Source: an optimization exercise on an open RTL-to-GDS flow (aim: small area and a short achievable clock period). Production flows keep margins and buffers that such runs may drop.
Only simulation tests tie the RTL to the original design; equivalence was not proved.
No activity file was given, so power comes from the tool's default toggle rates.

## run 1
Design median, start of the top module:
module median
(
    input clk,
    input rst_n,
    input [31:0] word0,
    input [31:0] word1,
    input [31:0] word2,
    output reg [7:0] pixel1,
    output reg [7:0] pixel2,
    output reg [7:0] pixel3,
    output [7:0] pixel4,
    output [9:0] raddr_a,
    output [9:0] raddr_b,
    output [9:0] raddr_c,
    output [9:0] waddr
);
export LEC_CHECK = 0
export CAP_MARGIN = 20
export CORE_MARGIN = 2
export CORE_UTILIZATION = 60
export SLEW_MARGIN = 20
create_clock -name core_clock -period 26.0 [get_ports {clk}]
standard.sh (not shown) runs the stock make flow with config.mk's settings and CLKGATE_MAP_FILE= SYNTH_SCRIPT=/design/flow/synth_recipe.tcl, a recipe that flattens the netlist after the stock synthesis.
==> flow/flow/run.sh <==
#!/bin/bash
set -euo pipefail
cd "$(dirname "${BASH_SOURCE[0]}")/.."
WORK=$(pwd)
rm -rf "$WORK/orfs_scripts"
cp -r "$FLOW_HOME/scripts" "$WORK/orfs_scripts"
cp "$WORK/flow/abc.script" "$WORK/orfs_scripts/abc_speed.script"
export SCRIPTS_DIR="$WORK/orfs_scripts"
export BUFFER_PORTS_ARGS="-buffer_cell sky130_fd_sc_hd__buf_1"
export SETUP_SLACK_MARGIN=12.5
export TNS_END_PERCENT=0
bash standard.sh > "$WORK/flow_make.log" 2>&1
==> flow/flow/abc.script <==
&get -n
&st
&dch -f
&nf -p
&put
buffer -c
topo
stime -c
upsize -c
dnsize -c
Edits applied to the flow inputs when going from run 1 to run 2:
- SLEW_MARGIN now 60, was 20
- SYNTH_HIERARCHICAL now 1, previously not set
- CAP_MARGIN now 60, was 20
==> flow/run.sh (new file) <==
#!/bin/bash
# synth_recipe.tcl (not shown) runs the flow's synth.tcl, then flattens the netlist and writes it again
# the make line also repeats each setting of config.mk as NAME=value (left out here)
make -C /OpenROAD-flow-scripts/flow DESIGN_CONFIG=/design/flow/config.mk WORK_HOME=/design/flow/orfs CLKGATE_MAP_FILE= SYNTH_SCRIPT=/design/flow/synth_recipe.tcl finish
removed: flow/flow/run.sh
removed: flow/flow/abc.script
removed: flow/standard.sh
[summary]
- Run 2 was carried through to the last stage, and its layout satisfied the timing, DRC and antenna checks.
- Slowest library cell on the worst path: maj3_1 -> run 1, clkdlybuf4s50_1 -> run 2
- The highest ir drop seen on vdd number comes out lower for run 1 vs run 2.
- The final reports for run 2 and run 1 show routed wire length higher in the former.
- Run 2: fraction of the mapped netlist area in simple logic gates 4.9 points below run 1
- Relative to run 1, the synthesized area measured on run 2 has increased by more than a quarter.
- The number of resized instances in the post-cts repair step in run 2 sits 23 below the value recorded for run 1.
- Comparing run 1 and run 2, the lower cell area was measured on run 1.
Relative to run 2, the following input files were edited for run 3:
- SYNTH_HIERARCHICAL removed (was 1)
## What came out
[compare] base=run 2 new=run 3: fmax fell by 13%; layout filler cell count fell by 13%; clock network fraction of design power rose by 0.5 points; top fanout value on the critical path fell by 11; placed wire-length estimate after detailed placement rose by about 17%. Summary — post-synthesis mux area share, run 3 relative to run 2: lower, by 7.9 points. Post-layout total power went down by more than 10% going from run 2 to run 3. Termination of the worst setup path = pixel4[5]: run 2; termination of the worst setup path = pixel2[0]$_DFF_PN0_: run 3. When run 3 is measured against run 2, its number of iterations in the first detailed-routing pass turns out 2 lower. Going from run 2 to run 3, width of the chip shrank by a few percent.
Here is what was changed in the inputs of run 4 compared with run 3.
- CAP_MARGIN changed from 60 to 20
- SLEW_MARGIN changed from 60 to 20
==> flow/flow/run.sh (new file) <==
#!/bin/bash
set -euo pipefail
cd "$(dirname "${BASH_SOURCE[0]}")/.."
WORK=$(pwd)
rm -rf "$WORK/orfs_scripts"
cp -r "$FLOW_HOME/scripts" "$WORK/orfs_scripts"
cp "$WORK/flow/abc.script" "$WORK/orfs_scripts/abc_speed.script"
export SCRIPTS_DIR="$WORK/orfs_scripts"
export BUFFER_PORTS_ARGS="-buffer_cell sky130_fd_sc_hd__buf_2"
export SETUP_SLACK_MARGIN=12
export TNS_END_PERCENT=0
bash standard.sh > "$WORK/flow_make.log" 2>&1
==> flow/flow/abc.script (new file) <==
&get -n
&st
&dch -f
&nf -p -a -R 30
&put
buffer -c
topo
stime -c
upsize -c
dnsize -c
==> flow/standard.sh (new file) <==
#!/bin/bash
# synth_recipe.tcl (not shown) runs the flow's synth.tcl, then flattens the netlist and writes it again
# the make line also repeats each setting of config.mk as NAME=value (left out here)
make -C /OpenROAD-flow-scripts/flow DESIGN_CONFIG=/design/flow/config.mk WORK_HOME=/design/flow/orfs CLKGATE_MAP_FILE= SYNTH_SCRIPT=/design/flow/synth_recipe.tcl "${@:-finish}"
removed: flow/run.sh
--- outcome ---
- Sort run 3 and run 4 by final design instance area without fill, ascending, and run 4 comes first.
- Fraction of standard cell area in multi-input logic on run 4 is down relative to run 3.
- word0[26] as the critical path startpoint was reported by run 4, and word1[24] by run 3.
- Run 4 vs run 3, endpoint of the most critical setup path: pixel4[7] vs pixel2[0]$_DFF_PN0_
- Diff run 3 -> run 4: core utilization decreased by 1.6 points relative to the old numbers; final critical-path setup slack increased by 1.93 ns relative to the old numbers; clock skew decreased by 0.0037 ns relative to the old numbers; hold slack closely matched the old numbers; clock share of power increased by 2.5 points relative to the old numbers.
- Compared to run 3, run 4 has final wirelength 24% lower.

separate check: timing with driven ports:
The flow's constraints put no driver on any port. The routed layouts listed below were extracted and timed again, unchanged, in two steps.
Step 1 (the two cells are an assumption about what drives the block):
set clk [get_ports {clk}]
set_driving_cell -lib_cell sky130_fd_sc_hd__clkbuf_16 $clk
set_driving_cell -lib_cell sky130_fd_sc_hd__buf_2 [delete_from_list [all_inputs] $clk]
Step 2, shift: input delay + t, output delay - t, t = (earliest + latest rising clock arrival at the registers) / 2. This alone moves slack from input paths to output paths.
Slacks: ideal ports / drivers / drivers and shift; pairs: ideal ports / drivers.
run	shift t [ns]	setup slack, ns	worst hold slack (ns)	worst setup path after step 2	latest minus earliest clock arrival (ns)
run 1	0.404	12.525 / 12.503 / 12.265	0.461 / 0.461 / 0.461	input to register	0.019 / 0.019
run 2	0.409	12.155 / 12.128 / 12.128	0.474 / 0.474 / 0.474	input to output	0.021 / 0.021
run 3	0.414	10.168 / 10.199 / 9.785	0.476 / 0.476 / 0.476	input to register	0.021 / 0.022
run 4	0.410	12.096 / 12.076 / 11.715	0.479 / 0.479 / 0.479	input to register	0.015 / 0.015
After both steps every run listed still meets setup and hold. The setup slack of run 3, which loses most, moves by +0.031 ns with the drivers and by -0.383 ns with both steps.
